This design comes from an exercise in tuning for small area, a short achievable clock period and few clock cycles per item on the open sky130 flow, not from production work. Only simulation tests tie the RTL to the original design; equivalence was not proved.

File: config.mk
export PLATFORM = sky130hd
export DESIGN_NAME = upsample_csc
export DESIGN_NICKNAME = upsample_csc
export VERILOG_FILES = /design/flow/design.v
export SDC_FILE = /design/flow/constraint.sdc
export NUM_CORES = 4
export LEC_CHECK = 0
export CAP_MARGIN = 20
export CORE_MARGIN = 2
export CORE_UTILIZATION = 40
export PLACE_DENSITY = 0.6
export SLEW_MARGIN = 20
File: design.v
typedef enum logic [2:0] {
	S_IDLE,
	S_ENABLE_UART_RX,
	S_WAIT_UART_RX,
	S_M1,
	S_M2,
	S_M3
}top_state_type;
typedef enum logic [5:0] {
	S_M1_IDLE,
	S_M1_Lead_in_0,
	S_M1_Lead_in_1,
	S_M1_Lead_in_2,
	S_M1_Lead_in_3,
	S_M1_Lead_in_4,
	S_M1_Lead_in_5,
	S_M1_Lead_in_6,
	S_M1_Lead_in_7,
	S_M1_Lead_in_8,
	S_M1_Loop_0,
	S_M1_Loop_1,
	S_M1_Loop_2,
	S_M1_Loop_3,
	S_M1_Loop_4,
	S_M1_Loop_5,
	S_M1_Loop_6,
	S_M1_Loop_7,
	S_M1_Loop_8,
	S_M1_Loop_9,
	S_M1_Loop_10,
	S_M1_Loop_11,
	S_M1_Loop_12,
	S_M1_Loop_13,
	S_M1_Loop_14,
	S_M1_Loop_15,
	S_M1_Lead_out_0,
	S_M1_Lead_out_1,
	S_M1_Lead_out_2,
	S_M1_Lead_out_3,
	S_M1_Lead_out_4,
	S_M1_Lead_out_5,
	S_M1_Lead_out_6,
	S_M1_Lead_out_7,
	S_M1_Lead_out_8,
	S_M1_Lead_out_9,
	S_M1_Lead_out_10,
	S_M1_Lead_out_11,
	S_M1_Lead_out_12,
	S_M1_Lead_out_13,
	S_M1_Lead_out_14,
	S_M1_Lead_out_15,
	S_M1_Lead_out_16,
	S_M1_Lead_out_17,
	S_M1_Lead_out_18,
	S_M1_Lead_out_19,
	S_M1_Lead_out_20,
	S_M1_Lead_out_21,
	S_M1_Lead_out_22,
	S_M1_Lead_out_23,
	S_M1_Lead_out_24,
	S_M1_Lead_out_25,
	S_M1_Lead_out_26,
	S_M1_Lead_out_27,
	S_M1_Lead_out_28,
	S_M1_Lead_out_29,
	S_M1_1,
	S_M1_DONE
}M1_state_type;
typedef enum logic [2:0] {
	S_M2_IDLE,
	S_M2_1,
	S_M2_DONE
}M2_state_type;
typedef enum logic [2:0] {
	S_M3_IDLE,
	S_M3_1,
	S_M3_DONE
}M3_state_type;
typedef enum logic [1:0] {
	S_RXC_IDLE,
	S_RXC_SYNC,
	S_RXC_ASSEMBLE_DATA,
	S_RXC_STOP_BIT
} RX_Controller_state_type;
typedef enum logic [2:0] {
	S_US_IDLE,
	S_US_STRIP_FILE_HEADER_1,
	S_US_STRIP_FILE_HEADER_2,
	S_US_START_FIRST_BYTE_RECEIVE,
	S_US_WRITE_FIRST_BYTE,
	S_US_START_SECOND_BYTE_RECEIVE,
	S_US_WRITE_SECOND_BYTE
} UART_SRAM_state_type;
typedef enum logic [3:0] {
	S_VS_WAIT_NEW_PIXEL_ROW,
	S_VS_NEW_PIXEL_ROW_DELAY_1,
	S_VS_NEW_PIXEL_ROW_DELAY_2,
	S_VS_NEW_PIXEL_ROW_DELAY_3,
	S_VS_NEW_PIXEL_ROW_DELAY_4,
	S_VS_NEW_PIXEL_ROW_DELAY_5,
	S_VS_FETCH_PIXEL_DATA_0,
	S_VS_FETCH_PIXEL_DATA_1,
	S_VS_FETCH_PIXEL_DATA_2,
	S_VS_FETCH_PIXEL_DATA_3
} VGA_SRAM_state_type;
`timescale 1ns/100ps
`default_nettype none
module M1 (
    input logic CLOCK_50_I,                    
    input logic resetn,                        
    input logic M1_start,
    output logic M1_done,
    input logic [15:0] M1_SRAM_read_data,
    output logic [15:0] M1_SRAM_write_data,
    output logic [17:0] M1_SRAM_address,
    output logic M1_SRAM_we_n,
    output logic [31:0] M1_mult_1_in1,
    output logic [31:0] M1_mult_1_in2,
    output logic [31:0] M1_mult_2_in1,
    output logic [31:0] M1_mult_2_in2,
    output logic [31:0] M1_mult_3_in1,
    output logic [31:0] M1_mult_3_in2,
    input logic [63:0] M1_mult_res_1,
    input logic [63:0] M1_mult_res_2,
    input logic [63:0] M1_mult_res_3
);
M1_state_type top_state;
parameter Y_base_address = 18'd0,
            U_base_address = 18'd38400,
             V_base_address = 18'd57600,
             RGB_base_address = 18'd146944,
        R_rem = 32'd14608704,
        G_rem = 32'd8879296,
        B_rem = 32'd18148672,
        Y_coe = 18'd76284,
        R_U_coe = 18'd0,
        R_V_coe = 18'd104595,
        G_U_coe = 18'd25624,
        G_V_coe = 18'd53281,
        B_U_coe = 18'd132251,
        B_V_coe = 18'd0,
        UV_5_coe = 18'd21,
        UV_3_coe = 18'd52,
        UV_1_coe = 18'd159,
        UV_rem = 18'd128;
logic [31:0] mult_op_1, mult_op_2, mult_op_3, mult_op_4, mult_op_5, mult_op_6;
logic [63:0] mult_res_1, mult_res_2, mult_res_3;
assign M1_mult_1_in1 = mult_op_1;
assign M1_mult_1_in2 = mult_op_2;
assign M1_mult_2_in1 = mult_op_3;
assign M1_mult_2_in2 = mult_op_4;
assign M1_mult_3_in1 = mult_op_5;
assign M1_mult_3_in2 = mult_op_6;
assign mult_res_1 = M1_mult_res_1;
assign mult_res_2 = M1_mult_res_2;
assign mult_res_3 = M1_mult_res_3;
logic [17:0] Y_counter;
logic [17:0] U_V_counter;
logic [17:0] RGB_counter;
logic [7:0] line_counter;
logic [15:0] Y_data;  
logic [7:0] U_prime_data;  
logic [7:0] U_buffer;  
logic [7:0] U_jplus5_data;
logic [7:0] U_jplus3_data;
logic [7:0] U_jplus1_data;
logic [7:0] U_jminus1_data;
logic [7:0] U_jminus3_data;
logic [7:0] U_jminus5_data;
logic [7:0] V_prime_data;  
logic [7:0] V_buffer;  
logic [7:0] V_jplus5_data;
logic [7:0] V_jplus3_data;
logic [7:0] V_jplus1_data;
logic [7:0] V_jminus1_data;
logic [7:0] V_jminus3_data;
logic [7:0] V_jminus5_data;
logic [63:0] R_data;  
logic [63:0] G_data;  
logic [63:0] B_data;  
logic start_buf;
always @(posedge CLOCK_50_I or negedge resetn) begin
    if (~resetn) begin
        top_state <= S_M1_IDLE;
        start_buf <= 1'b0;
        M1_done <= 1'b0;
        mult_op_1 <= 32'd0;
        mult_op_2 <= 32'd0;
        mult_op_3 <= 32'd0;
        mult_op_4 <= 32'd0;
        mult_op_5 <= 32'd0;
        mult_op_6 <= 32'd0;
        Y_counter <= 18'd0;
        U_V_counter <= 18'd0;
        RGB_counter <= 18'd0;
        Y_data <= 16'd0;
        U_prime_data <= 8'd0;
        U_buffer <= 8'd0;
        U_jplus5_data <= 8'd0;
        U_jplus3_data <= 8'd0;
        U_jplus1_data <= 8'd0;
        U_jminus1_data <= 8'd0;
        U_jminus3_data <= 8'd0;
        U_jminus5_data <= 8'd0;
        V_prime_data <= 8'd0;
        V_buffer <= 8'd0;
        V_jplus5_data <= 8'd0;
        V_jplus3_data <= 8'd0;
        V_jplus1_data <= 8'd0;
        V_jminus1_data <= 8'd0;
        V_jminus3_data <= 8'd0;
        V_jminus5_data <= 8'd0;
        R_data <= 8'd0;
        G_data <= 8'd0;
        B_data <= 8'd0;
        M1_SRAM_address <= 18'd0;
        M1_SRAM_write_data <= 16'd0;
        M1_SRAM_we_n <= 1'b1;
    end else begin
			start_buf <= M1_start;
        case (top_state)
        S_M1_IDLE: begin
            if(M1_start && ~start_buf) begin
              M1_SRAM_address <= Y_base_address + Y_counter;
                top_state <= S_M1_Lead_in_0;
            end
        end
        S_M1_Lead_in_0: begin
            M1_SRAM_address <= U_base_address + U_V_counter;
            M1_SRAM_we_n <= 1'b1;
            top_state <= S_M1_Lead_in_1;
        end
        S_M1_Lead_in_1: begin
            M1_SRAM_address <= V_base_address + U_V_counter;
            U_V_counter <= U_V_counter + 18'd1;
            top_state <= S_M1_Lead_in_2;
        end
        S_M1_Lead_in_2: begin
            M1_SRAM_address <= U_base_address + U_V_counter;
            Y_data <= M1_SRAM_read_data;  
            top_state <= S_M1_Lead_in_3;
        end
        S_M1_Lead_in_3: begin
            M1_SRAM_address <= V_base_address + U_V_counter;
            U_prime_data <= M1_SRAM_read_data[15:8];  
            U_jplus1_data <= M1_SRAM_read_data[7:0];  
            U_jminus1_data <= M1_SRAM_read_data[15:8];  
            U_jminus3_data <= M1_SRAM_read_data[15:8];  
            U_jminus5_data <= M1_SRAM_read_data[15:8];  
            top_state <= S_M1_Lead_in_4;
        end
        S_M1_Lead_in_4: begin
            V_prime_data <= M1_SRAM_read_data[15:8];  
            V_jplus1_data <= M1_SRAM_read_data[7:0];  
            V_jminus1_data <= M1_SRAM_read_data[15:8];  
            V_jminus3_data <= M1_SRAM_read_data[15:8];  
            V_jminus5_data <= M1_SRAM_read_data[15:8];  
            mult_op_1 <= Y_coe;
            mult_op_2 <= Y_data[15:8];
            mult_op_3 <= R_U_coe;
            mult_op_4 <= U_prime_data;
            mult_op_5 <= R_V_coe;
            mult_op_6 <= M1_SRAM_read_data[15:8];
            top_state <= S_M1_Lead_in_5;
        end
        S_M1_Lead_in_5: begin
            U_jplus5_data <= M1_SRAM_read_data[7:0];  
            U_jplus3_data <= M1_SRAM_read_data[15:8];  
            R_data <= (mult_res_1 + mult_res_3 - R_rem);
            mult_op_3 <= G_U_coe;
            mult_op_5 <= G_V_coe;
            top_state <= S_M1_Lead_in_6;
        end
        S_M1_Lead_in_6: begin
            V_jplus5_data <= M1_SRAM_read_data[7:0];  
            V_jplus3_data <= M1_SRAM_read_data[15:8];  
            G_data <= (mult_res_1 - mult_res_2 - mult_res_3 + G_rem);
            mult_op_3 <= B_U_coe;
            mult_op_5 <= B_V_coe;
        if (RGB_counter != 18'd0) RGB_counter <= RGB_counter + 18'd1;
            top_state <= S_M1_Lead_in_7;
        end
        S_M1_Lead_in_7: begin
            M1_SRAM_address <= RGB_base_address + RGB_counter;
            M1_SRAM_we_n <= 1'b0;
            M1_SRAM_write_data[15:8] <= (R_data[31] == 1'b1)?8'b0:((|R_data[30:24])?8'd255:R_data[23:16]);
            M1_SRAM_write_data[7:0] <= (G_data[31] == 1'b1)?8'b0:((|G_data[30:24])?8'd255:G_data[23:16]);;
            B_data <= (mult_res_1 + mult_res_2 - B_rem);
            mult_op_1 <= UV_5_coe;
            mult_op_2 <= U_jplus5_data + U_jminus5_data;
            mult_op_3 <= UV_3_coe;
            mult_op_4 <= U_jplus3_data + U_jminus3_data;
            mult_op_5 <= UV_1_coe;
            mult_op_6 <= U_jplus1_data + U_jminus1_data;
            Y_counter <= Y_counter + 18'd1;
            top_state <= S_M1_Lead_in_8;
        end
        S_M1_Lead_in_8: begin
            M1_SRAM_address <= Y_base_address + Y_counter;
            M1_SRAM_we_n <= 1'b1;
            U_prime_data <= (mult_res_1 - mult_res_2 + mult_res_3 + UV_rem) >> 8;
            mult_op_1 <= UV_5_coe;
            mult_op_2 <= V_jplus5_data + V_jminus5_data;
            mult_op_3 <= UV_3_coe;
            mult_op_4 <= V_jplus3_data + V_jminus3_data;
            mult_op_5 <= UV_1_coe;
            mult_op_6 <= V_jplus1_data + V_jminus1_data;
            U_V_counter <= U_V_counter + 18'd1;
            top_state <= S_M1_Loop_0;
        end
        S_M1_Loop_0: begin
            M1_SRAM_address <= U_base_address + U_V_counter;
            V_prime_data <= (mult_res_1 - mult_res_2 + mult_res_3 + UV_rem) >> 8;
            mult_op_1 <= Y_coe;
            mult_op_2 <= Y_data[7:0];
            mult_op_3 <= R_U_coe;
            mult_op_4 <= U_prime_data;
            mult_op_5 <= R_V_coe;
            mult_op_6 <= (mult_res_1 - mult_res_2 + mult_res_3 + UV_rem) >> 8;
            top_state <= S_M1_Loop_1;
        end
        S_M1_Loop_1: begin
            M1_SRAM_address <= V_base_address + U_V_counter;
            R_data <= (mult_res_1 + mult_res_3 - R_rem);
            mult_op_3 <= G_U_coe;
            mult_op_5 <= G_V_coe;
            RGB_counter <= RGB_counter + 18'd1;
            top_state <= S_M1_Loop_2;
        end
        S_M1_Loop_2: begin
            M1_SRAM_address <= RGB_base_address + RGB_counter;
            Y_data <= M1_SRAM_read_data;  
            M1_SRAM_we_n <= 1'b0;
            M1_SRAM_write_data[15:8] <= (B_data[31] == 1'b1)?8'b0:((|B_data[30:24])?8'd255:B_data[23:16]);;
            M1_SRAM_write_data[7:0] <= (R_data[31] == 1'b1)?8'b0:((|R_data[30:24])?8'd255:R_data[23:16]);;
            U_prime_data <= U_jplus1_data;
            G_data <= (mult_res_1 - mult_res_2 - mult_res_3 + G_rem);
            mult_op_3 <= B_U_coe;
            mult_op_5 <= B_V_coe;
            top_state <= S_M1_Loop_3;
        end
        S_M1_Loop_3: begin
            M1_SRAM_we_n <= 1'b1;
            U_buffer <= M1_SRAM_read_data[7:0];  
            U_jplus5_data <= M1_SRAM_read_data[15:8];  
            U_jplus3_data <= U_jplus5_data;  
            U_jplus1_data <= U_jplus3_data;  
            U_jminus1_data <= U_jplus1_data;  
            U_jminus3_data <= U_jminus1_data;
            U_jminus5_data <= U_jminus3_data;
            V_prime_data <= V_jplus1_data;
            B_data <= (mult_res_1 + mult_res_2 - B_rem);
            mult_op_1 <= Y_coe;
            mult_op_2 <= Y_data[15:8];
            mult_op_3 <= R_U_coe;
            mult_op_4 <= U_prime_data;
            mult_op_5 <= R_V_coe;
            mult_op_6 <= V_jplus1_data;
            RGB_counter <= RGB_counter + 18'd1;
            top_state <= S_M1_Loop_4;
        end
        S_M1_Loop_4: begin
            M1_SRAM_address <= RGB_base_address + RGB_counter;
            M1_SRAM_we_n <= 1'b0;
            M1_SRAM_write_data[15:8] <= (G_data[31] == 1'b1)?8'b0:((|G_data[30:24])?8'd255:G_data[23:16]);;
            M1_SRAM_write_data[7:0] <= (B_data[31] == 1'b1)?8'b0:((|B_data[30:24])?8'd255:B_data[23:16]);;
            V_buffer <= M1_SRAM_read_data[7:0];  
            V_jplus5_data <= M1_SRAM_read_data[15:8];  
            V_jplus3_data <= V_jplus5_data;  
            V_jplus1_data <= V_jplus3_data;  
            V_jminus1_data <= V_jplus1_data;  
            V_jminus3_data <= V_jminus1_data;
            V_jminus5_data <= V_jminus3_data;
            R_data <= (mult_res_1 + mult_res_3 - R_rem);
            mult_op_3 <= G_U_coe;
            mult_op_5 <= G_V_coe;
            top_state <= S_M1_Loop_5;
        end
        S_M1_Loop_5: begin
            M1_SRAM_we_n <= 1'b1;
            G_data <= (mult_res_1 - mult_res_2 - mult_res_3 + G_rem);
            mult_op_3 <= B_U_coe;
            mult_op_5 <= B_V_coe;
            RGB_counter <= RGB_counter + 18'd1;
            top_state <= S_M1_Loop_6;
        end
        S_M1_Loop_6: begin
            M1_SRAM_address <= RGB_base_address + RGB_counter;
            M1_SRAM_we_n <= 1'b0;
            M1_SRAM_write_data[15:8] <= (R_data[31] == 1'b1)?8'b0:((|R_data[30:24])?8'd255:R_data[23:16]);;
            M1_SRAM_write_data[7:0] <= (G_data[31] == 1'b1)?8'b0:((|G_data[30:24])?8'd255:G_data[23:16]);;
            B_data <= (mult_res_1 + mult_res_2 - B_rem);
            mult_op_1 <= UV_5_coe;
            mult_op_2 <= U_jplus5_data + U_jminus5_data;
            mult_op_3 <= UV_3_coe;
            mult_op_4 <= U_jplus3_data + U_jminus3_data;
            mult_op_5 <= UV_1_coe;
            mult_op_6 <= U_jplus1_data + U_jminus1_data;
            Y_counter <= Y_counter + 18'd1;
            top_state <= S_M1_Loop_7;
        end
        S_M1_Loop_7: begin
            M1_SRAM_address <= Y_base_address + Y_counter;
            M1_SRAM_we_n <= 1'b1;
            U_prime_data <= (mult_res_1 - mult_res_2 + mult_res_3 + UV_rem) >> 8;
            mult_op_2 <= V_jplus5_data + V_jminus5_data;
            mult_op_4 <= V_jplus3_data + V_jminus3_data;
            mult_op_6 <= V_jplus1_data + V_jminus1_data;
            top_state <= S_M1_Loop_8;
        end
        S_M1_Loop_8: begin
            V_prime_data <= (mult_res_1 - mult_res_2 + mult_res_3 + UV_rem) >> 8;
            mult_op_1 <= Y_coe;
            mult_op_2 <= Y_data[7:0];
            mult_op_3 <= R_U_coe;
            mult_op_4 <= U_prime_data;
            mult_op_5 <= R_V_coe;
            mult_op_6 <= (mult_res_1 - mult_res_2 + mult_res_3 + UV_rem) >> 8;
            top_state <= S_M1_Loop_9;
        end
        S_M1_Loop_9: begin
            R_data <= (mult_res_1 + mult_res_3 - R_rem);
            mult_op_3 <= G_U_coe;
            mult_op_5 <= G_V_coe;
            RGB_counter <= RGB_counter + 18'd1;
            top_state <= S_M1_Loop_10;
        end
        S_M1_Loop_10: begin
            M1_SRAM_address <= RGB_base_address + RGB_counter;
            Y_data <= M1_SRAM_read_data;  
            M1_SRAM_we_n <= 1'b0;
            M1_SRAM_write_data[15:8] <= (B_data[31] == 1'b1)?8'b0:((|B_data[30:24])?8'd255:B_data[23:16]);;
            M1_SRAM_write_data[7:0] <= (R_data[31] == 1'b1)?8'b0:((|R_data[30:24])?8'd255:R_data[23:16]);;
            U_prime_data <= U_jplus1_data;
            G_data <= (mult_res_1 - mult_res_2 - mult_res_3 + G_rem);
            mult_op_3 <= B_U_coe;
            mult_op_5 <= B_V_coe;
            top_state <= S_M1_Loop_11;
        end
        S_M1_Loop_11: begin
            M1_SRAM_we_n <= 1'b1;
            U_jplus5_data <= U_buffer;
            U_jplus3_data <= U_jplus5_data;  
            U_jplus1_data <= U_jplus3_data;  
            U_jminus1_data <= U_jplus1_data;  
            U_jminus3_data <= U_jminus1_data;
            U_jminus5_data <= U_jminus3_data;
            V_prime_data <= V_jplus1_data;
            B_data <= (mult_res_1 + mult_res_2 - B_rem);
            mult_op_1 <= Y_coe;
            mult_op_2 <= Y_data[15:8];
            mult_op_3 <= R_U_coe;
            mult_op_4 <= U_prime_data;
            mult_op_5 <= R_V_coe;
            mult_op_6 <= V_jplus1_data;
            RGB_counter <= RGB_counter + 18'd1;
            top_state <= S_M1_Loop_12;
        end
        S_M1_Loop_12: begin
            M1_SRAM_address <= RGB_base_address + RGB_counter;
            M1_SRAM_we_n <= 1'b0;
            M1_SRAM_write_data[15:8] <= (G_data[31] == 1'b1)?8'b0:((|G_data[30:24])?8'd255:G_data[23:16]);;
            M1_SRAM_write_data[7:0] <= (B_data[31] == 1'b1)?8'b0:((|B_data[30:24])?8'd255:B_data[23:16]);;
            V_jplus5_data <= V_buffer;
            V_jplus3_data <= V_jplus5_data;
            V_jplus1_data <= V_jplus3_data;
            V_jminus1_data <= V_jplus1_data;
            V_jminus3_data <= V_jminus1_data;
            V_jminus5_data <= V_jminus3_data;
            R_data <= (mult_res_1 + mult_res_3 - R_rem);
            mult_op_3 <= G_U_coe;
            mult_op_5 <= G_V_coe;
            top_state <= S_M1_Loop_13;
        end
        S_M1_Loop_13: begin
            M1_SRAM_we_n <= 1'b1;
            G_data <= (mult_res_1 - mult_res_2 - mult_res_3 + G_rem);
            mult_op_3 <= B_U_coe;
            mult_op_5 <= B_V_coe;
            RGB_counter <= RGB_counter + 18'd1;
            top_state <= S_M1_Loop_14;
        end
        S_M1_Loop_14: begin
            M1_SRAM_address <= RGB_base_address + RGB_counter;
            M1_SRAM_we_n <= 1'b0;
            M1_SRAM_write_data[15:8] <= (R_data[31] == 1'b1)?8'b0:((|R_data[30:24])?8'd255:R_data[23:16]);;
            M1_SRAM_write_data[7:0] <= (G_data[31] == 1'b1)?8'b0:((|G_data[30:24])?8'd255:G_data[23:16]);;
            B_data <= (mult_res_1 + mult_res_2 - B_rem);
            mult_op_1 <= UV_5_coe;
            mult_op_2 <= U_jplus5_data + U_jminus5_data;
            mult_op_3 <= UV_3_coe;
            mult_op_4 <= U_jplus3_data + U_jminus3_data;
            mult_op_5 <= UV_1_coe;
            mult_op_6 <= U_jplus1_data + U_jminus1_data;
            Y_counter <= Y_counter + 18'd1;
            top_state <= S_M1_Loop_15;
        end
        S_M1_Loop_15: begin
            M1_SRAM_address <= Y_base_address + Y_counter;
            M1_SRAM_we_n <= 1'b1;
            U_prime_data <= (mult_res_1 - mult_res_2 + mult_res_3 + UV_rem) >> 8;
            mult_op_2 <= V_jplus5_data + V_jminus5_data;
            mult_op_4 <= V_jplus3_data + V_jminus3_data;
            mult_op_6 <= V_jplus1_data + V_jminus1_data;
            if (U_V_counter % 18'd80 == 18'd79) begin
                top_state <= S_M1_Lead_out_0;
            end else begin
                U_V_counter <= U_V_counter + 18'd1;
                top_state <= S_M1_Loop_0;
        end
        end
        S_M1_Lead_out_0: begin
                        V_prime_data <= (mult_res_1 - mult_res_2 + mult_res_3 + UV_rem) >> 8;
                        mult_op_1 <= Y_coe;
                        mult_op_2 <= Y_data[7:0];
                        mult_op_3 <= R_U_coe;
                        mult_op_4 <= U_prime_data;
                        mult_op_5 <= R_V_coe;
                        mult_op_6 <= ((mult_res_1 - mult_res_2 + mult_res_3 + UV_rem) >> 8);
            top_state <= S_M1_Lead_out_1;
        end
        S_M1_Lead_out_1: begin
                        R_data <= (mult_res_1 + mult_res_3 - R_rem);
                        mult_op_3 <= G_U_coe;
                        mult_op_5 <= G_V_coe;
                        RGB_counter <= RGB_counter + 18'd1;
            top_state <= S_M1_Lead_out_2;
        end
        S_M1_Lead_out_2: begin
                        M1_SRAM_address <= RGB_base_address + RGB_counter;
                        Y_data <= M1_SRAM_read_data;
                        M1_SRAM_we_n <= 1'b0;
                        M1_SRAM_write_data[15:8] <= (B_data[31] == 1'b1)?8'b0:((|B_data[30:24])?8'd255:B_data[23:16]);;
                        M1_SRAM_write_data[7:0] <= (R_data[31] == 1'b1)?8'b0:((|R_data[30:24])?8'd255:R_data[23:16]);;
                        U_prime_data <= U_jplus1_data;
                        G_data <= (mult_res_1 - mult_res_2 - mult_res_3 + G_rem);
                        mult_op_3 <= B_U_coe;
                        mult_op_5 <= B_V_coe;
            top_state <= S_M1_Lead_out_3;
        end
        S_M1_Lead_out_3: begin
                        M1_SRAM_we_n <= 1'b1;
                        U_jplus3_data <= U_jplus5_data;
                        U_jplus1_data <= U_jplus3_data;
                        U_jminus1_data <= U_jplus1_data;
                        U_jminus3_data <= U_jminus1_data;
                        U_jminus5_data <= U_jminus3_data;
                        V_prime_data <= V_jplus1_data;
                        B_data <= (mult_res_1 + mult_res_2 - B_rem);
                        mult_op_1 <= Y_coe;
                        mult_op_2 <= Y_data[15:8];
                        mult_op_3 <= R_U_coe;
                        mult_op_4 <= U_prime_data;
                        mult_op_5 <= R_V_coe;
                        mult_op_6 <= V_jplus1_data;
                        RGB_counter <= RGB_counter + 18'd1;
            top_state <= S_M1_Lead_out_4;
        end
        S_M1_Lead_out_4: begin
                        M1_SRAM_address <= RGB_base_address + RGB_counter;
                        M1_SRAM_we_n <= 1'b0;
                        M1_SRAM_write_data[15:8] <= (G_data[31] == 1'b1)?8'b0:((|G_data[30:24])?8'd255:G_data[23:16]);;
                        M1_SRAM_write_data[7:0] <= (B_data[31] == 1'b1)?8'b0:((|B_data[30:24])?8'd255:B_data[23:16]);;
                        V_jplus3_data <= V_jplus5_data;
                        V_jplus1_data <= V_jplus3_data;
                        V_jminus1_data <= V_jplus1_data;
                        V_jminus3_data <= V_jminus1_data;
                        V_jminus5_data <= V_jminus3_data;
                        R_data <= (mult_res_1 + mult_res_3 - R_rem);
                        mult_op_3 <= G_U_coe;
                        mult_op_5 <= G_V_coe;
            top_state <= S_M1_Lead_out_5;
        end
        S_M1_Lead_out_5: begin
                        M1_SRAM_we_n <= 1'b1;
                        G_data <= (mult_res_1 - mult_res_2 - mult_res_3 + G_rem);
                        mult_op_3 <= B_U_coe;
                        mult_op_5 <= B_V_coe;
                        RGB_counter <= RGB_counter + 18'd1;
            top_state <= S_M1_Lead_out_6;
        end
        S_M1_Lead_out_6: begin
                        M1_SRAM_address <= RGB_base_address + RGB_counter;
                        M1_SRAM_we_n <= 1'b0;
                        M1_SRAM_write_data[15:8] <= (R_data[31] == 1'b1)?8'b0:((|R_data[30:24])?8'd255:R_data[23:16]);;
                        M1_SRAM_write_data[7:0] <= (G_data[31] == 1'b1)?8'b0:((|G_data[30:24])?8'd255:G_data[23:16]);;
                        B_data <= (mult_res_1 + mult_res_2 - B_rem);
                        mult_op_1 <= UV_5_coe;
                        mult_op_2 <= U_jplus5_data + U_jminus5_data;
                        mult_op_3 <= UV_3_coe;
                        mult_op_4 <= U_jplus3_data + U_jminus3_data;
                        mult_op_5 <= UV_1_coe;
                        mult_op_6 <= U_jplus1_data + U_jminus1_data;
                        Y_counter <= Y_counter + 18'd1;
            top_state <= S_M1_Lead_out_7;
        end
        S_M1_Lead_out_7: begin
                        M1_SRAM_address <= Y_base_address + Y_counter;
                        M1_SRAM_we_n <= 1'b1;
                        U_prime_data <= (mult_res_1 - mult_res_2 + mult_res_3 + UV_rem) >> 8;
                        mult_op_2 <= V_jplus5_data + V_jminus5_data;
                        mult_op_4 <= V_jplus3_data + V_jminus3_data;
                        mult_op_6 <= V_jplus1_data + V_jminus1_data;
            top_state <= S_M1_Lead_out_8;
        end
        S_M1_Lead_out_8: begin
                        V_prime_data <= (mult_res_1 - mult_res_2 + mult_res_3 + UV_rem) >> 8;
                        mult_op_1 <= Y_coe;
                        mult_op_2 <= Y_data[7:0];
                        mult_op_3 <= R_U_coe;
                        mult_op_4 <= U_prime_data;
                        mult_op_5 <= R_V_coe;
                        mult_op_6 <= ((mult_res_1 - mult_res_2 + mult_res_3 + UV_rem) >> 8);
            top_state <= S_M1_Lead_out_9;
        end
        S_M1_Lead_out_9: begin
                        R_data <= (mult_res_1 + mult_res_3 - R_rem);
                        mult_op_3 <= G_U_coe;
                        mult_op_5 <= G_V_coe;
                        RGB_counter <= RGB_counter + 18'd1;
            top_state <= S_M1_Lead_out_10;
        end
        S_M1_Lead_out_10: begin
                        M1_SRAM_address <= RGB_base_address + RGB_counter;
                        Y_data <= M1_SRAM_read_data;
                        M1_SRAM_we_n <= 1'b0;
                        M1_SRAM_write_data[15:8] <= (B_data[31] == 1'b1)?8'b0:((|B_data[30:24])?8'd255:B_data[23:16]);;
                        M1_SRAM_write_data[7:0] <= (R_data[31] == 1'b1)?8'b0:((|R_data[30:24])?8'd255:R_data[23:16]);;
                        U_prime_data <= U_jplus1_data;
                        G_data <= (mult_res_1 - mult_res_2 - mult_res_3 + G_rem);
                        mult_op_3 <= B_U_coe;
                        mult_op_5 <= B_V_coe;
            top_state <= S_M1_Lead_out_11;
        end
        S_M1_Lead_out_11: begin
                        M1_SRAM_we_n <= 1'b1;
                        U_jplus1_data <= U_jplus3_data;
                        U_jminus1_data <= U_jplus1_data;
                        U_jminus3_data <= U_jminus1_data;
                        U_jminus5_data <= U_jminus3_data;
                        V_prime_data <= V_jplus1_data;
                        B_data <= (mult_res_1 + mult_res_2 - B_rem);
                        mult_op_1 <= Y_coe;
                        mult_op_2 <= Y_data[15:8];
                        mult_op_3 <= R_U_coe;
                        mult_op_4 <= U_prime_data;
                        mult_op_5 <= R_V_coe;
                        mult_op_6 <= V_jplus1_data;
                        RGB_counter <= RGB_counter + 18'd1;
            top_state <= S_M1_Lead_out_12;
        end
        S_M1_Lead_out_12: begin
                        M1_SRAM_address <= RGB_base_address + RGB_counter;
                        M1_SRAM_we_n <= 1'b0;
                        M1_SRAM_write_data[15:8] <= (G_data[31] == 1'b1)?8'b0:((|G_data[30:24])?8'd255:G_data[23:16]);;
                        M1_SRAM_write_data[7:0] <= (B_data[31] == 1'b1)?8'b0:((|B_data[30:24])?8'd255:B_data[23:16]);;
                        V_jplus1_data <= V_jplus3_data;
                        V_jminus1_data <= V_jplus1_data;
                        V_jminus3_data <= V_jminus1_data;
                        V_jminus5_data <= V_jminus3_data;
                        R_data <= (mult_res_1 + mult_res_3 - R_rem);
                        mult_op_3 <= G_U_coe;
                        mult_op_5 <= G_V_coe;
            top_state <= S_M1_Lead_out_13;
        end
        S_M1_Lead_out_13: begin
                        M1_SRAM_we_n <= 1'b1;
                        G_data <= (mult_res_1 - mult_res_2 - mult_res_3 + G_rem);
                        mult_op_3 <= B_U_coe;
                        mult_op_5 <= B_V_coe;
                        RGB_counter <= RGB_counter + 18'd1;
            top_state <= S_M1_Lead_out_14;
        end
        S_M1_Lead_out_14: begin
                        M1_SRAM_address <= RGB_base_address + RGB_counter;
                        M1_SRAM_we_n <= 1'b0;
                        M1_SRAM_write_data[15:8] <= (R_data[31] == 1'b1)?8'b0:((|R_data[30:24])?8'd255:R_data[23:16]);;
                        M1_SRAM_write_data[7:0] <= (G_data[31] == 1'b1)?8'b0:((|G_data[30:24])?8'd255:G_data[23:16]);;
                        B_data <= (mult_res_1 + mult_res_2 - B_rem);
                        mult_op_1 <= UV_5_coe;
                        mult_op_2 <= U_jplus5_data + U_jminus5_data;
                        mult_op_3 <= UV_3_coe;
                        mult_op_4 <= U_jplus3_data + U_jminus3_data;
                        mult_op_5 <= UV_1_coe;
                        mult_op_6 <= U_jplus1_data + U_jminus1_data;
                        Y_counter <= Y_counter + 18'd1;
            top_state <= S_M1_Lead_out_15;
        end
        S_M1_Lead_out_15: begin
                        M1_SRAM_address <= Y_base_address + Y_counter;
                        M1_SRAM_we_n <= 1'b1;
                        U_prime_data <= (mult_res_1 - mult_res_2 + mult_res_3 + UV_rem) >> 8;
                        mult_op_2 <= V_jplus5_data + V_jminus5_data;
                        mult_op_4 <= V_jplus3_data + V_jminus3_data;
                        mult_op_6 <= V_jplus1_data + V_jminus1_data;
            top_state <= S_M1_Lead_out_16;
        end
        S_M1_Lead_out_16: begin
                        V_prime_data <= (mult_res_1 - mult_res_2 + mult_res_3 + UV_rem) >> 8;
                        mult_op_1 <= Y_coe;
                        mult_op_2 <= Y_data[7:0];
                        mult_op_3 <= R_U_coe;
                        mult_op_4 <= U_prime_data;
                        mult_op_5 <= R_V_coe;
                        mult_op_6 <= ((mult_res_1 - mult_res_2 + mult_res_3 + UV_rem) >> 8);
            top_state <= S_M1_Lead_out_17;
        end
        S_M1_Lead_out_17: begin
                        R_data <= (mult_res_1 + mult_res_3 - R_rem);
                        mult_op_3 <= G_U_coe;
                        mult_op_5 <= G_V_coe;
                        RGB_counter <= RGB_counter + 18'd1;
            top_state <= S_M1_Lead_out_18;
        end
        S_M1_Lead_out_18: begin
                        M1_SRAM_address <= RGB_base_address + RGB_counter;
                        Y_data <= M1_SRAM_read_data;
                        M1_SRAM_we_n <= 1'b0;
                        M1_SRAM_write_data[15:8] <= (B_data[31] == 1'b1)?8'b0:((|B_data[30:24])?8'd255:B_data[23:16]);;
                        M1_SRAM_write_data[7:0] <= (R_data[31] == 1'b1)?8'b0:((|R_data[30:24])?8'd255:R_data[23:16]);;
                        U_prime_data <= U_jplus1_data;
                        G_data <= (mult_res_1 - mult_res_2 - mult_res_3 + G_rem);
                        mult_op_3 <= B_U_coe;
                        mult_op_5 <= B_V_coe;
            top_state <= S_M1_Lead_out_19;
        end
        S_M1_Lead_out_19: begin
                        M1_SRAM_we_n <= 1'b1;
                        U_jminus1_data <= U_jplus1_data;
                        U_jminus3_data <= U_jminus1_data;
                        U_jminus5_data <= U_jminus3_data;
                        V_prime_data <= V_jplus1_data;
                        B_data <= (mult_res_1 + mult_res_2 - B_rem);
                        mult_op_1 <= Y_coe;
                        mult_op_2 <= Y_data[15:8];
                        mult_op_3 <= R_U_coe;
                        mult_op_4 <= U_prime_data;
                        mult_op_5 <= R_V_coe;
                        mult_op_6 <= V_jplus1_data;
                        RGB_counter <= RGB_counter + 18'd1;
            top_state <= S_M1_Lead_out_20;
        end
        S_M1_Lead_out_20: begin
                        M1_SRAM_address <= RGB_base_address + RGB_counter;
                        M1_SRAM_we_n <= 1'b0;
                        M1_SRAM_write_data[15:8] <= (G_data[31] == 1'b1)?8'b0:((|G_data[30:24])?8'd255:G_data[23:16]);;
                        M1_SRAM_write_data[7:0] <= (B_data[31] == 1'b1)?8'b0:((|B_data[30:24])?8'd255:B_data[23:16]);;
                        V_jminus1_data <= V_jplus1_data;
                        V_jminus3_data <= V_jminus1_data;
                        V_jminus5_data <= V_jminus3_data;
                        R_data <= (mult_res_1 + mult_res_3 - R_rem);
                        mult_op_3 <= G_U_coe;
                        mult_op_5 <= G_V_coe;
            top_state <= S_M1_Lead_out_21;
        end
        S_M1_Lead_out_21: begin
                        M1_SRAM_we_n <= 1'b1;
                        G_data <= (mult_res_1 - mult_res_2 - mult_res_3 + G_rem);
                        mult_op_3 <= B_U_coe;
                        mult_op_5 <= B_V_coe;
                        RGB_counter <= RGB_counter + 18'd1;
            top_state <= S_M1_Lead_out_22;
        end
        S_M1_Lead_out_22: begin
                        M1_SRAM_address <= RGB_base_address + RGB_counter;
                        M1_SRAM_we_n <= 1'b0;
                        M1_SRAM_write_data[15:8] <= (R_data[31] == 1'b1)?8'b0:((|R_data[30:24])?8'd255:R_data[23:16]);;
                        M1_SRAM_write_data[7:0] <= (G_data[31] == 1'b1)?8'b0:((|G_data[30:24])?8'd255:G_data[23:16]);;
                        B_data <= (mult_res_1 + mult_res_2 - B_rem);
                        mult_op_1 <= UV_5_coe;
                        mult_op_2 <= U_jplus5_data + U_jminus5_data;
                        mult_op_3 <= UV_3_coe;
                        mult_op_4 <= U_jplus3_data + U_jminus3_data;
                        mult_op_5 <= UV_1_coe;
                        mult_op_6 <= U_jplus1_data + U_jminus1_data;
            top_state <= S_M1_Lead_out_23;
        end
        S_M1_Lead_out_23: begin
                        M1_SRAM_we_n <= 1'b1;
                        U_prime_data <= (mult_res_1 - mult_res_2 + mult_res_3 + UV_rem) >> 8;
                        mult_op_2 <= V_jplus5_data + V_jminus5_data;
                        mult_op_4 <= V_jplus3_data + V_jminus3_data;
                        mult_op_6 <= V_jplus1_data + V_jminus1_data;
            top_state <= S_M1_Lead_out_24;
        end
        S_M1_Lead_out_24: begin
                        V_prime_data <= (mult_res_1 - mult_res_2 + mult_res_3 + UV_rem) >> 8;
                        mult_op_1 <= Y_coe;
                        mult_op_2 <= Y_data[7:0];
                        mult_op_3 <= R_U_coe;
                        mult_op_4 <= U_prime_data;
                        mult_op_5 <= R_V_coe;
                        mult_op_6 <= ((mult_res_1 - mult_res_2 + mult_res_3 + UV_rem) >> 8);
            top_state <= S_M1_Lead_out_25;
        end
        S_M1_Lead_out_25: begin
                        R_data <= (mult_res_1 + mult_res_3 - R_rem);
                        mult_op_3 <= G_U_coe;
                        mult_op_5 <= G_V_coe;
                        RGB_counter <= RGB_counter + 18'd1;
            top_state <= S_M1_Lead_out_26;
        end
        S_M1_Lead_out_26: begin
                        M1_SRAM_address <= RGB_base_address + RGB_counter;
                        M1_SRAM_we_n <= 1'b0;
                        M1_SRAM_write_data[15:8] <= (B_data[31] == 1'b1)?8'b0:((|B_data[30:24])?8'd255:B_data[23:16]);;
                        M1_SRAM_write_data[7:0] <= (R_data[31] == 1'b1)?8'b0:((|R_data[30:24])?8'd255:R_data[23:16]);;
                        G_data <= (mult_res_1 - mult_res_2 - mult_res_3 + G_rem);
                        mult_op_3 <= B_U_coe;
                        mult_op_5 <= B_V_coe;
            top_state <= S_M1_Lead_out_27;
        end
        S_M1_Lead_out_27: begin
                        M1_SRAM_we_n <= 1'b1;
                        B_data <= (mult_res_1 + M1_mult_res_2 - B_rem);
                        RGB_counter <= RGB_counter + 18'd1;
            top_state <= S_M1_Lead_out_28;
        end
        S_M1_Lead_out_28: begin
                        M1_SRAM_address <= RGB_base_address + RGB_counter;
                        M1_SRAM_we_n <= 1'b0;
                        M1_SRAM_write_data[15:8] <= (G_data[31] == 1'b1)?8'b0:((|G_data[30:24])?8'd255:G_data[23:16]);;
                        M1_SRAM_write_data[7:0] <= (B_data[31] == 1'b1)?8'b0:((|B_data[30:24])?8'd255:B_data[23:16]);;
            Y_counter <= Y_counter + 18'd1;
            top_state <= S_M1_Lead_out_29;
        end
        S_M1_Lead_out_29: begin
            M1_SRAM_we_n <= 1'b1;
            M1_SRAM_address <= Y_base_address + Y_counter;
            if (Y_counter >= 18'd38399) begin
                top_state <= S_M1_1;
            end else begin
                U_V_counter <= U_V_counter + 18'd1;
                top_state <= S_M1_Lead_in_0;
            end
        end
        S_M1_1: begin
            top_state <= S_M1_DONE;
        end
        S_M1_DONE: begin
            M1_done <= 1'b1;
        end
        default: top_state <= S_M1_IDLE;
        endcase
    end
end
endmodule
`timescale 1ns/100ps
`default_nettype none
module upsample_csc (
    input  logic        clk,
    input  logic        resetn,
    input  logic        start,
    output logic        done,
    input  logic [15:0] sram_read_data,
    output logic [15:0] sram_write_data,
    output logic [17:0] sram_address,
    output logic        sram_we_n
);
logic [31:0] mult_1_in1, mult_1_in2;
logic [31:0] mult_2_in1, mult_2_in2;
logic [31:0] mult_3_in1, mult_3_in2;
logic [63:0] mult_1_res, mult_2_res, mult_3_res;
assign mult_1_res = mult_1_in1 * mult_1_in2;
assign mult_2_res = mult_2_in1 * mult_2_in2;
assign mult_3_res = mult_3_in1 * mult_3_in2;
M1 M1_unit (
    .CLOCK_50_I(clk),
    .resetn(resetn),
    .M1_start(start),
    .M1_done(done),
    .M1_SRAM_read_data(sram_read_data),
    .M1_SRAM_write_data(sram_write_data),
    .M1_SRAM_address(sram_address),
    .M1_SRAM_we_n(sram_we_n),
    .M1_mult_1_in1(mult_1_in1),
    .M1_mult_1_in2(mult_1_in2),
    .M1_mult_2_in1(mult_2_in1),
    .M1_mult_2_in2(mult_2_in2),
    .M1_mult_3_in1(mult_3_in1),
    .M1_mult_3_in2(mult_3_in2),
    .M1_mult_res_1(mult_1_res),
    .M1_mult_res_2(mult_2_res),
    .M1_mult_res_3(mult_3_res)
);
endmodule
File: run.sh
#!/bin/bash
# synth_recipe.tcl (not shown) runs the flow's synth.tcl, then flattens the netlist and writes it again
# the make line also repeats each setting of config.mk as NAME=value (left out here)
make -C /OpenROAD-flow-scripts/flow DESIGN_CONFIG=/design/flow/config.mk WORK_HOME=/design/flow/orfs CLKGATE_MAP_FILE= SYNTH_SCRIPT=/design/flow/synth_recipe.tcl finish
File: constraint.sdc
create_clock -name core_clock -period 11.0 [get_ports {clk}]
set_input_delay 2.2000 -clock core_clock [delete_from_list [all_inputs] [get_ports {clk}]]
set_output_delay 2.2000 -clock core_clock [all_outputs]
set_load 0.01 [all_outputs]
==> notes.md <==
cell usage after synthesis (45+ instances only):
cell	n
a22oi_1	55
o21ai_0	222
o221a_2	45
and2_1	211
nand3_1	66
xor2_1	83
nor2_1	270
clkbuf_1	130
a21o_1	83
ha_1	876
nor3_1	54
xnor2_1	197
nand2_1	327
fa_1	373
dfrtp_1	342
nor2b_1	46
inv_1	913
a21oi_1	265
flip-flops by register name, indices dropped and copies added (netlist names), 9 cells and up:
signal and count:
M1_unit.B_data 16, M1_unit.Y_data 16, M1_unit.U_V_counter 18, M1_unit.Y_counter 18, M1_unit.mult_op_6 32, M1_unit.M1_SRAM_write_data 16, M1_unit.M1_SRAM_address 18, M1_unit.mult_op_2 9
M1_unit.mult_op_4 9, M1_unit.RGB_counter 18, M1_unit.G_data 16, M1_unit.R_data 16
layout make-up:
| type | count | area, um^2 | area share (%) |
|---|---|---|---|
| Clock buffer | 62 | 1260 | 2.450 |
| Clock inverter | 13 | 193.9 | 0.3772 |
| Inverter | 918 | 3446 | 6.702 |
| Multi-Input combinational cell | 3761 | 34350 | 66.81 |
| Sequential cell | 343 | 8592 | 16.71 |
| Tap cell | 1524 | 1907 | 3.708 |
| Timing Repair Buffer | 199 | 1667 | 3.241 |
per-layer routing:
layer | GRT usage [%] | share of wire, % | up-vias | wire [um]
met5 | 0 | 0 | - | 0
met1 | 28.57 | 45 | 17720 | 56540
met4 | 6.489 | 3.2 | 0 | 4015
li1 | - | - | 17570 | -
met3 | 2.012 | 4.1 | 176 | 5162
met2 | 35.32 | 47 | 730 | 59150
what timing repair did:
item,4_1_cts,5_1_grt
hold endpoints to repair,0,0
setup endpoints to repair,2,10
buffers inserted,1,11
gates cloned,0,0
gates resized for setup,10,65
pin swaps,0,31
cell families (layout without fill, tap and decap cells):
logic type                 count (synthesis)  after routing  synth area share [%]
adders and majority gates               1249           1249                 39.49
and+or+nand+nor                         1177           1177                 12.57
buffers and inverters                   1070           1192                 8.682
AOI/OAI and AO/OA                       1010           1010                 14.51
DFF                                      343            343                 18.40
xor gates and xnor gates                 281            281                 5.304
muxes                                     44             44                 1.051
critical path, delay by kind of cell (launching register included):
family	cells	cell delay, ns
adder cells (fa/ha/maj)	12	4.14
XOR/XNOR	3	0.60
flip-flops	1	0.42
AO/OA/AOI/OAI	22	3.65
buffers and inverters	9	0.87
AND/OR/NAND/NOR	6	0.66
per-stage QoR:
step	setup WS [ns]	hold slack, ns	setup TNS, ns
after floorplan	0.01860	0.4414	0
after global placement	-0.1391	0.4571	-0.1391
after detailed placement	-0.3644	0.4641	-0.3778
after CTS	0.002736	0.4756	0
after global routing	-0.08863	0.4912	-0.08863
final	0.5291	0.4709	0
path summary, 6_finish.rpt:
kind	to	slack, ns	cells past startpoint
worst min register to register	M1_unit.G_data[28]$_DFFE_PN0P_	0.47	2
min in group asynchronous	M1_unit.V_buffer[0]$_DFFE_PN0P_	1.58	1
worst max-delay path	M1_unit.mult_op_6[31]$_DFFE_PN0P_	0.53	52
max in group asynchronous	M1_unit.M1_SRAM_address[7]$_DFFE_PN0P_	7.28	3
worst max register to register	M1_unit.mult_op_6[31]$_DFFE_PN0P_	0.53	52
worst min-delay path	M1_unit.G_data[28]$_DFFE_PN0P_	0.47	2
placed cells by master (no fill, tap or decap), drive strengths merged, types with 197 or more instances in the layout:
cell     n
inv    915
dfrtp  342
nor2   270
a21oi  265
o21ai  230
fa     373
nand2  328
ha     876
and2   211
xnor2  197
==> key figures <==
Synthesis
  – Yosys top cell by area: ha_1
  – Async set or reset register ratio after synthesis: 100.0%
  – Most used DFF post-synth: dfrtp_1
  – Mapped Area: around 47000 um^2
  – Sequential element share of the synthesized area: 18.40%
  – #FFs+latches synth: around 340
  – Mean post-synth cell area: 9.019 um^2
  – Syn nets: 6442
  – Synth top area cells: ha_1 23%, dfrtp_1 18%, fa_1 16%, inv_1 7.3%, xnor2_1 3.7%
  – Synth Instances: ~5200
  – Synth top area share: roughly a quarter
  – Unique masters post-synth: about 90
  – Number of synthesized flops with an enable pin: 0
  – Synth Warn #: 1

Clock tree
  – Clk root buf: clkbuf_16
  – TritonCTS Buffers: 44
  – Clk latency of the worst-skew pair: around 0.60 ns
  – Post-CTS Hold Fix Bufs: 0
  – CTS tree: yes
  – Bufs on Longest Clock Path: 3
  – CTS Sinks: around 340
  – H-tree Lvls: 2
  – CTS clk-pin slew, worst paths: 0.06 ns

Drt
  – Via count: around 36000
  – Drt first pass iters: 7
  – WL final: 124.9 mm
  – Routed WL per cell: ~18 um
  – Residual DRC: 0
  – Routed Antenna Nets: 0
  – DRT iter0 DRCs: 2378
  – DR vias/cell: between 5 and 6

Cells and area
  – Layout cells sized above 1: 7.458%
  – Area grow syn2layout: 10.19%
  – Layout Cell Area excl Fill: between 50000 and 60000 um^2
  – Fill cell count: ~11000
  – Core Util, Final: 44.37%
  – Diode count: 0
  – Non-Filler Instances: roughly 7000
  – Fin nets: ~6500

Floorplanning
  – Core Footprint: between 100000 and 150000 um^2
  – Chip height: ~350 um
  – Chip width: 345.6 um
  – Starting density of the core: about two fifths
  – I/O pin count: 55
  – Rows: between 100 and 150
  – Die area: roughly 120000 um^2

Placement
  – Port-buffer cells: 54
  – RD Place Congestion: just over 0.9
  – Dpl cells: about 6700
  – Dpl cell area: between 40000 and 50000 um^2
  – Final HPWL DP: 102.4 mm

Critical path
  – CP peak stage delay: 0.53 ns
  – Crit path launch type: flip-flop
  – CP max stage cell: fa_1
  – CP most frequent cell: ha_1
  – Crit-path max FO: 4
  – Worst Setup SP: M1_unit.mult_op_1[4]$_DFFE_PN0P_
  – Worst setup EP type: flip-flop
  – Kind of critical path: flip-flop to flip-flop
  – Arrival time worst endpoint: approximately 11 ns
  – FF-to-FF Start: M1_unit.mult_op_1[4]$_DFFE_PN0P_
  – Worst endpoint required time: between 10 and 15 ns

STA
  – Clk_skew: between 0.015 and 0.02 ns
  – Setup violators final: 0
  – Final Hold Viols: 0
  – Final worst path period share: between 90 and 100%
  – Achievable frequency: ~0.096 GHz
  – Max-slew headroom: 26.65%
  – Min Tclk post-route: roughly 10 ns
  – Slew Viols, Final: 0
  – Actual slew at the worst max-slew pin: between 1 and 1.5 ns

Run status
  – Status: no timing/DRC/antenna violations

GRT
  – First-pass GRT wire length: between 200 and 250 mm
  – GRT Residual Overflow: 0
  – Largest net degree at the start of global routing: around 130
  – Initial antenna violation count: 0
  – Total track usage: 21.03%
  – Vias in the first global route: 37160

Hold path
  – Worst Hold Class: flip-flop to flip-flop
  – Hold path start: M1_unit.G_data[28]$_DFFE_PN0P_

Run
  – Max-cap violations: 0
Testbench counts, summed over its fixed seeds: cycles 1,544,415, pixels 384,000.

[what the ideal ports hide]
The flow's constraints put no driver on any port. The routed layout listed below was extracted and timed again, unchanged, in two steps. Step 1: set_driving_cell puts a clkbuf_16 on clk and a buf_2 on each other input, an assumption about the parent block. Step 2, shift: input delay + t, output delay - t, t = (earliest + latest rising clock arrival at the registers) / 2. This alone moves slack from input paths to output paths. a / b / c = ideal / step 1 / step 2; a / b = the first two.
t, ns: 0.662
slack for setup (ns): 0.529 / 0.529 / 0.529
worst slew at a driven data input, ns: 0.05
After both steps this run still meets setup and hold. For this run, drivers alone change the setup slack by 0.000 ns; drivers and shift together by 0.000 ns.
